What follows belongs to an exercise in optimizing a design on an open flow for a short achievable clock period and few clock cycles; a production flow would make more cautious choices.
The RTL was checked by simulation tests, not by an equivalence proof against the original design.
Power figures rest on the tool's default switching activity, not on a simulated workload.

==> flow/design.v <==
`timescale 1ns / 1ps
module ALU (
    input signed [31:0] A, B,
    output [31:0] ALU_o,
    input [3:0] ALUSel
    );
    wire signed [31:0] ADD, SUB, SLL, SLT, SLTU, XOR, SRL, SRA, OR, AND;
    assign ADD  = A + B;
    assign SUB  = A - B;
    assign SLL  = A << B;
    assign SLT  = A < B;
    assign SLTU = A < B;
    assign XOR  = A ^ B;
    assign SRL  = A >> B;
    assign SRA  = A >>> B;
    assign OR   = A | B;
    assign AND  = A & B;
    assign ALU_o =
        (ALUSel == 4'b0000) ? ADD  :
        (ALUSel == 4'b1000) ? SUB  :
        (ALUSel == 4'b0001) ? SLL  :
        (ALUSel == 4'b0010) ? SLT  :
        (ALUSel == 4'b0011) ? SLTU :
        (ALUSel == 4'b0100) ? XOR  :
        (ALUSel == 4'b0101) ? SRL  :
        (ALUSel == 4'b1101) ? SRA  :
        (ALUSel == 4'b0110) ? OR   :
        (ALUSel == 4'b0111) ? AND  : 0;
endmodule
`timescale 1ns / 1ps
module BranchComp (
    output BrEq, BrLT,
    input [31:0] RD1, RD2,
    input BrUn
    );
    wire s_BrLT;
    assign s_BrLT = (RD1[31] > RD2[31]) ? 1 :
                    (RD1[30:0] < RD2[30:0]) ? 1 : 0;
    assign BrEq = (RD1 == RD2);
    assign BrLT = BrUn ? (RD1 < RD2) : s_BrLT;
endmodule
`timescale 1ns / 1ps
module ImmGen(
    input [2:0] ImmSel, 
    input [24:0] inst_Imm,  
    output [31:0] Imm
    );
    wire [31:0] I, B, U, J, S;
    assign I = {{20{inst_Imm[24]}}, inst_Imm[24-:12]};
    assign B = {{19{inst_Imm[24]}}, inst_Imm[24], inst_Imm[0], inst_Imm[23-:6], inst_Imm[4:1], 1'b0};
    assign U = {inst_Imm[24-:20], 12'b0};
    assign J = {{11{inst_Imm[24]}}, inst_Imm[24], inst_Imm[12-:8], inst_Imm[13], inst_Imm[23-:10], 1'b0};
    assign S = {{20{inst_Imm[24]}}, inst_Imm[24-:7], inst_Imm[4:0]};
    assign Imm = (ImmSel == 0) ? I :
                 (ImmSel == 1) ? B :
                 (ImmSel == 2) ? U :
                 (ImmSel == 3) ? J :
                 (ImmSel == 4) ? S : 0;
endmodule
`timescale 1ns / 1ps
module register_file (
    output [31:0] RD1, RD2,
    input [4:0] RR1, RR2, WR,
    input [31:0] WD,
    input RegWrite, clk, reset_p
    );
    reg [31:0] Register_file [0:31];
    assign RD1 = Register_file[RR1];
    assign RD2 = Register_file[RR2];
    always @(posedge clk) begin
        if (reset_p) begin  
            Register_file [0]  <= 0;
            Register_file [1]  <= 0;
            Register_file [2]  <= 0;
            Register_file [3]  <= 0;
            Register_file [4]  <= 0;
            Register_file [5]  <= 0;
            Register_file [6]  <= 0;
            Register_file [7]  <= 0;
            Register_file [8]  <= 0;
            Register_file [9]  <= 0;
            Register_file [10] <= 0;
            Register_file [11] <= 0;
            Register_file [12] <= 0;
            Register_file [13] <= 0;
            Register_file [14] <= 0;
            Register_file [15] <= 0;
            Register_file [16] <= 0;
            Register_file [17] <= 0;
            Register_file [18] <= 0;
            Register_file [19] <= 0;
            Register_file [20] <= 0;
            Register_file [21] <= 0;
            Register_file [22] <= 0;
            Register_file [23] <= 0;
            Register_file [24] <= 0;
            Register_file [25] <= 0;
            Register_file [26] <= 0;
            Register_file [27] <= 0;
            Register_file [28] <= 0;
            Register_file [29] <= 0;
            Register_file [30] <= 0;
            Register_file [31] <= 0;
        end
        else if (RegWrite) begin
            if (WR) Register_file[WR] <= WD;  
        end
    end
endmodule
`timescale 1ns / 1ps
module control_unit (
    input [31:0] instruction,
    input BrEq, BrLT,
    output [3:0] ALUSel,
    output [2:0] ImmSel,  
    output [2:0] WordSizeSel,  
    output [1:0] WBSel, 
    output [1:0] PCSel,
    output BSel, MemRW, BrUn,
    output RegEn
    );
    wire I_cond, B_cond, U_cond, J_cond, S_cond, R_cond;
    wire [8:0] inst_opcode = {instruction[30], instruction[14:12], instruction[6:2]};
    assign I_cond = {inst_opcode[4:3], inst_opcode[1:0]} == 4'b0000;
    assign B_cond = inst_opcode[4:0] == 5'b11000;
    assign U_cond = {inst_opcode[4], inst_opcode[2:0]} == 4'b0101;
    assign J_cond = inst_opcode[4:0] == 5'b11011;
    assign S_cond = inst_opcode[4:0] == 5'b01000;
    assign R_cond = inst_opcode[4:0] == 5'b01100;
    assign ALUSel = inst_opcode[8:5];
    assign ImmSel = (I_cond == 1) ? 0 :
                    (B_cond == 1) ? 1 :
                    (U_cond == 1) ? 2 :
                    (J_cond == 1) ? 3 :
                    (S_cond == 1) ? 4 : 5;
    assign BSel = R_cond;
    assign MemRW = S_cond;
    assign RegEn = ~(S_cond | B_cond);  
    assign WBSel = J_cond ? 2 : ((inst_opcode[4:0] == 5'b00000) ? 0 : 1);
    assign WordSizeSel = inst_opcode[7:5];
    assign BrUn = inst_opcode[6];
    assign PCSel = (inst_opcode[4:0] == 5'b11001) ? 2 :
                   (((B_cond & BrEq & (inst_opcode[7:5] == 3'b000))  |
                     (B_cond & ~BrEq & (inst_opcode[7:5] == 3'b001)) |
                     (B_cond & BrLT & (inst_opcode[7:5] == 3'b100))  |
                     (B_cond & ~BrLT & (inst_opcode[7:5] == 3'b101)) |
                     (B_cond & BrLT & (inst_opcode[7:5] == 3'b110))  |
                     (B_cond & ~BrLT & (inst_opcode[7:5] == 3'b111)) | J_cond) ? 1 : 0);
endmodule
`timescale 1ns / 1ps
module riscV32I (
    input clk, reset_p,
    output [6:0] imem_addr,
    input [31:0] imem_data,
    output [31:0] dmem_addr,
    output [31:0] dmem_wdata,
    output dmem_we,
    input [31:0] dmem_rdata
    );
    reg [6:0] PC;
    wire [6:0] PC_NEXT;
    wire [31:0] instruction;
    wire [31:0] DataA, DataB, ALU_o, ALU_B, Imm, DMEM;
    wire [31:0] WB, WB_Byte, WB_Half, WB_cut;  
    wire [3:0] ALUSel;
    wire [2:0] ImmSel, WordSizeSel;
    wire [1:0] WBSel, PCSel;
    wire RegEn, BSel, MemRW, BrEq, BrLT, BrUn;
    assign imem_addr = PC;
    assign instruction = imem_data;
    register_file REGFILE (.RD1(DataA), .RD2(DataB), .WD(WB_cut),
        .RR1(instruction[19:15]), .RR2(instruction[24:20]), .WR(instruction[11:7]),
        .RegWrite(RegEn), .clk(clk), .reset_p(reset_p));
    ALU ALU_2 (.A(DataA), .B(ALU_B), .ALU_o(ALU_o), .ALUSel(ALUSel));
    control_unit CNTR (.instruction(instruction), .BrEq(BrEq), .BrLT(BrLT),
        .ALUSel(ALUSel), .ImmSel(ImmSel), .WordSizeSel(WordSizeSel),
        .BSel(BSel), .MemRW(MemRW), .WBSel(WBSel), .BrUn(BrUn), .PCSel(PCSel),
        .RegEn(RegEn));
    ImmGen immgen (.ImmSel(ImmSel), .inst_Imm(instruction[31:7]), .Imm(Imm));
    assign dmem_addr = ALU_o;
    assign dmem_wdata = DataB;
    assign dmem_we = MemRW;
    assign DMEM = dmem_rdata;
    BranchComp BrComp (.BrEq(BrEq), .BrLT(BrLT), .RD1(DataA), .RD2(DataB), .BrUn(BrUn));
    assign PC_NEXT = (PCSel == 2) ? ALU_o :
                     (PCSel == 1) ? Imm : (PC + 1);
    assign ALU_B = BSel ? DataB : Imm;
    assign WB = (WBSel == 2) ? (PC + 1) : ((WBSel == 1) ? ALU_o : DMEM);
    assign WB_Byte = WordSizeSel[2] ? {24'b0, WB[7:0]} : {{24{WB[7]}}, WB[7:0]};  
    assign WB_Half = WordSizeSel[2] ? {16'b0, WB[15:0]} : {{16{WB[15]}}, WB[15:0]};
    assign WB_cut = (WordSizeSel[1:0] == 0) ? WB_Byte :
                    (WordSizeSel[1:0] == 1) ? WB_Half : WB;
    always @(posedge clk, posedge reset_p) begin
        if (reset_p) PC <= 0;
        else PC <= PC_NEXT;
    end
endmodule
==> flow/run.sh <==
#!/bin/bash
# synth_recipe.tcl (not shown) runs the flow's synth.tcl, then flattens the netlist and writes it again
# the make line also repeats each setting of config.mk as NAME=value (left out here)
make -C /OpenROAD-flow-scripts/flow DESIGN_CONFIG=/design/flow/config.mk WORK_HOME=/design/flow/orfs CLKGATE_MAP_FILE= SYNTH_SCRIPT=/design/flow/synth_recipe.tcl finish
==> flow/config.mk <==
export PLATFORM = sky130hd
export DESIGN_NAME = riscV32I
export DESIGN_NICKNAME = riscV32I
export VERILOG_FILES = /design/flow/design.v
export SDC_FILE = /design/flow/constraint.sdc
export NUM_CORES = 4
export LEC_CHECK = 0
export CAP_MARGIN = 20
export CORE_MARGIN = 2
export CORE_UTILIZATION = 40
export SLEW_MARGIN = 20
==> flow/constraint.sdc <==
create_clock -name core_clock -period 11.0 [get_ports {clk}]
set_input_delay 2.2000 -clock core_clock [delete_from_list [all_inputs] [get_ports {clk}]]
set_output_delay 2.2000 -clock core_clock [all_outputs]
set_load 0.01 [all_outputs]
==> metrics.yaml <==
layout:
  multi_input_area_um2: 32500
  syn_to_final_growth_pct: 16.7
  final_util_pct: 46.9
  final_nets: 6882
  seq_area_um2: 30900
  fillers: 15200
  layout_common_cells: "nor2_1, edfxtp_1, mux2i_1"
  final_cells: 8971
  drive_above_1_share_pct: 17.9
  layout_commonest_cell: "nor2_1"
drt:
  final_antenna_net_count: 0
  firstDrtPassIters: 9
  wl_mm: 353
  wl_met1_mm: 123
  drc_errors: 0
  maxUsedRoutingLayer: "met5"
  drt_iter0_markers: 9832
  vias_per_cell: 6.78
  met2_length_mm: 149
  dr_total_vias: 60800
  met3_length_mm: 45.4
  wire_per_inst_um: 39.3
clock_network:
  cts_max_level: 3
  clkTransAtPathRegs_ns: 0.06
  clock_latency_ns: 0.78
  cts_tree: "done"
  root_buffer: "clkbuf_16"
  clkSinkCount: 1031
  ctsHoldBuffers: 0
  cts_buffer_depth: 3
  cts_made_buffers: 106
global_routing:
  grt_antenna_before_repair: 20
  grt_max_degree: 67
  grt_pass1_vias: 58100
  overflow: 0
  grt_pass1_wl_mm: 473
  grt_usage_pct: 40.6
placed_design:
  hpwl_mm: 234
  dp.cells: 8759
  place_ws_ns: 0.0151
  gp_congestion: 1.04
  numPortBuffers: 135
sta:
  period_share_pct: 98.6
  slew_headroom_pct: 21.6
  final-hold-violation-count: 0
  worst_slack_ns: 0.151
  tightestPinTransition_ns: 1.16
  final-setup-viol-count: 0
  whs_ns: 0.726
  grt_setup_unrepaired: "no"
  finalCriticalPeriod_ns: 10.85
  finalClockSkew_ns: 0.0624
  timing.fmax_ghz: 0.0922
  drv_slew: 0
floorplan:
  coreArea_um2: 165000
  start_util_pct: 40.2
  io_pins: 138
  die_x_um: 411
  dieArea_um2: 169000
  row_count: 149
  die_h_um: 411
synthesis:
  synth_seq_area_share_pct: 46.7
  yosysTopAreaCellShare_pct: 46.5
  ys_ff_latch: 1031
  synth_cell_type_count: 106
  synth.avg_cell_area_um2: 10.5
  yosys_warnings: 2
  synth_ff_type: "edfxtp_1"
  post-synth-top-area-cell: "edfxtp_1"
  synthArstFlopShare_pct: 0.679
  syn_inst: 6299
  yosys-top-cells-area: "edfxtp_1, mux2i_1, nor2_1"
  syn_area_um2: 66200
  synth_enable_flop_cells: 1024
flow_run:
  cap_violations: 0
setup_path:
  crit_path_end_kind: "output pin"
  critPathSlowestCell: "a311oi_1"
  crit_chain: "buf_8 -> buf_12 -> buf_4 -> mux2i_1 -> o22ai_1 -> nor4_1 -> and3_1 -> inv_1 -> a21oi_1 -> nor2_1 -> a2111oi_0 -> buf_4 -> o21a_1 -> o21ai_0 -> a311oi_1 -> o21ai_0 -> buf_4 -> clkdlybuf4s50_1"
  worstSetupPathType: "in2out"
  crit_top_cell: "buf_4"
  cp_max_fo: 59
  slowest_delay_ns: 0.72
  cp-start-kind: "input port"
  required_ns: 8.80
  crit_family: "buffers and inverters"
  cp.arrival_ns: 8.65
  cp_num_buf_inv: 7
min_path:
  hold_path_class: "reg2reg"
status:
  outcome: "complete, no violations"
pwr:
  p_leak_nw: 29.5
  p_total_mw: 11.3
  power_density_nw_per_um2: 146
  irDropWorstVdd_uv: 145
layout make-up:
cell class                 count  share of cell area, %
timing repair buffer         846                   9.18
tap                         2189                   3.55
inverter                     137                  0.666
multi-input combinational   4563                   42.1
clock inverter                70                  0.917
sequential                  1031                   40.0
clock buffer                 125                   3.55
antenna                       10                 0.0324
stage by stage:
stage	cell area, µm²	TNS, ns
after floorplan	66300	0
after global placement	73600	-0.128
after detailed placement	73600	0
after CTS	77100	0
after global routing	77200	0
final	77200	0
kinds of logic (layout without fill, tap and decap cells):
kind of cell    count (synthesis)  count (layout)  share of synthesized area [%]
compound gates               1387            1387                           14.3
xor+xnor                       43              43                          0.569
fa+ha+maj                     131             131                           2.50
buf+inv                       736            1178                           5.18
flops                        1031            1031                           46.7
mux                           930             930                           17.1
other cells                     1              42                        0.00566
simple gates                 2040            2040                           13.6
power by group:
part	switching (mW)	total [mW]	internal, mW	leakage, nW
logic	2.01	3.05	1.03	17.2
clock network	1.66	3.66	2.01	1.66
registers	0.0946	4.58	4.48	10.6
cell usage after synthesis, types with 15 or more instances:
cell type / number
and2_1: 19
mux2i_1: 769
o22ai_1: 151
a22o_1: 33
mux4_2: 158
clkbuf_1: 292
a221oi_1: 35
a211oi_1: 28
o31ai_1: 23
and3_1: 55
inv_1: 132
a22oi_1: 319
nor2_1: 1132
nand2_1: 321
nand4_1: 40
edfxtp_1: 1024
o21a_1: 23
nor4_1: 31
xnor2_1: 35
a31oi_1: 28
nand3_1: 168
buf_2: 190
nand2b_1: 30
buf_4: 47
o221ai_1: 15
o211ai_1: 35
buf_6: 25
nor3_1: 70
ha_1: 129
nor2b_1: 67
a21oi_1: 329
a21o_1: 36
buf_1: 39
o21ai_0: 148
flip-flops by register name (all words and copies together), names as in the netlist:
signal                 cells
REGFILE.Register_file   1024
PC                         7
per-layer routing:
metal  vias up  global-route usage [%]
met3      1351                    11.3
met2      5018                    60.1
met5         -                       0
li1      24400                       -
met1     30000                    49.5
met4        10                    33.0
tightest hold or removal path, stage by stage, from the launching register on:
cell and delay [ns]:
dfrtp_1 0.44, nor2_1 0.13, a22o_1 0.13
what timing repair did:
item | in CTS | in global routing
pin swaps | 0 | 1
gates resized for setup | 1 | 15
setup endpoints to repair | 1 | 6
buffers inserted | 0 | 7
worst paths after layout:
path                                              start                            end  slack (ns)  cells after the start
min in group asynchronous                       reset_p                          PC[2]        1.60                      2
hold / removal                                    PC[0]                          PC[0]        0.73                      2
hold reg to reg                                   PC[0]                          PC[0]        0.73                      2
setup / recovery                          imem_data[17]                   dmem_addr[6]        0.15                     18
max in group asynchronous                       reset_p                          PC[6]        9.14                      2
setup reg to reg           REGFILE.Register_file[23][9]  REGFILE.Register_file[28][24]        3.91                     27
Testbench counts, summed over its fixed seeds: cycles 80,554.

[afterwards: timing with drivers on the ports]
Ports are ideal in the flow. The routed layout listed here was re-timed in OpenROAD.
Step 1 (the two cells are an assumption about what drives the block):
set clk [get_ports {clk}]
set_driving_cell -lib_cell sky130_fd_sc_hd__clkbuf_16 $clk
set_driving_cell -lib_cell sky130_fd_sc_hd__buf_2 [delete_from_list [all_inputs] $clk]
Step 2 adds t to the input delays and takes it off the output delays; t is the mean of the earliest and latest rising clock arrival at the registers after step 1. Input paths then give back, and output paths get back, about the clock's delay inside the block.
a / b / c = no drivers / after step 1 / after step 2; a / b = the first two.
t (ns): 0.829
slack for setup (ns): 0.151 / 0.098 / 0.098
worst slew at a driven data input, ns: 0.16
pins driven straight from the clock port: 1
After both steps setup and hold are still met in this run. The setup slack of this run moves by -0.053 ns with the drivers and by -0.053 ns with both steps.
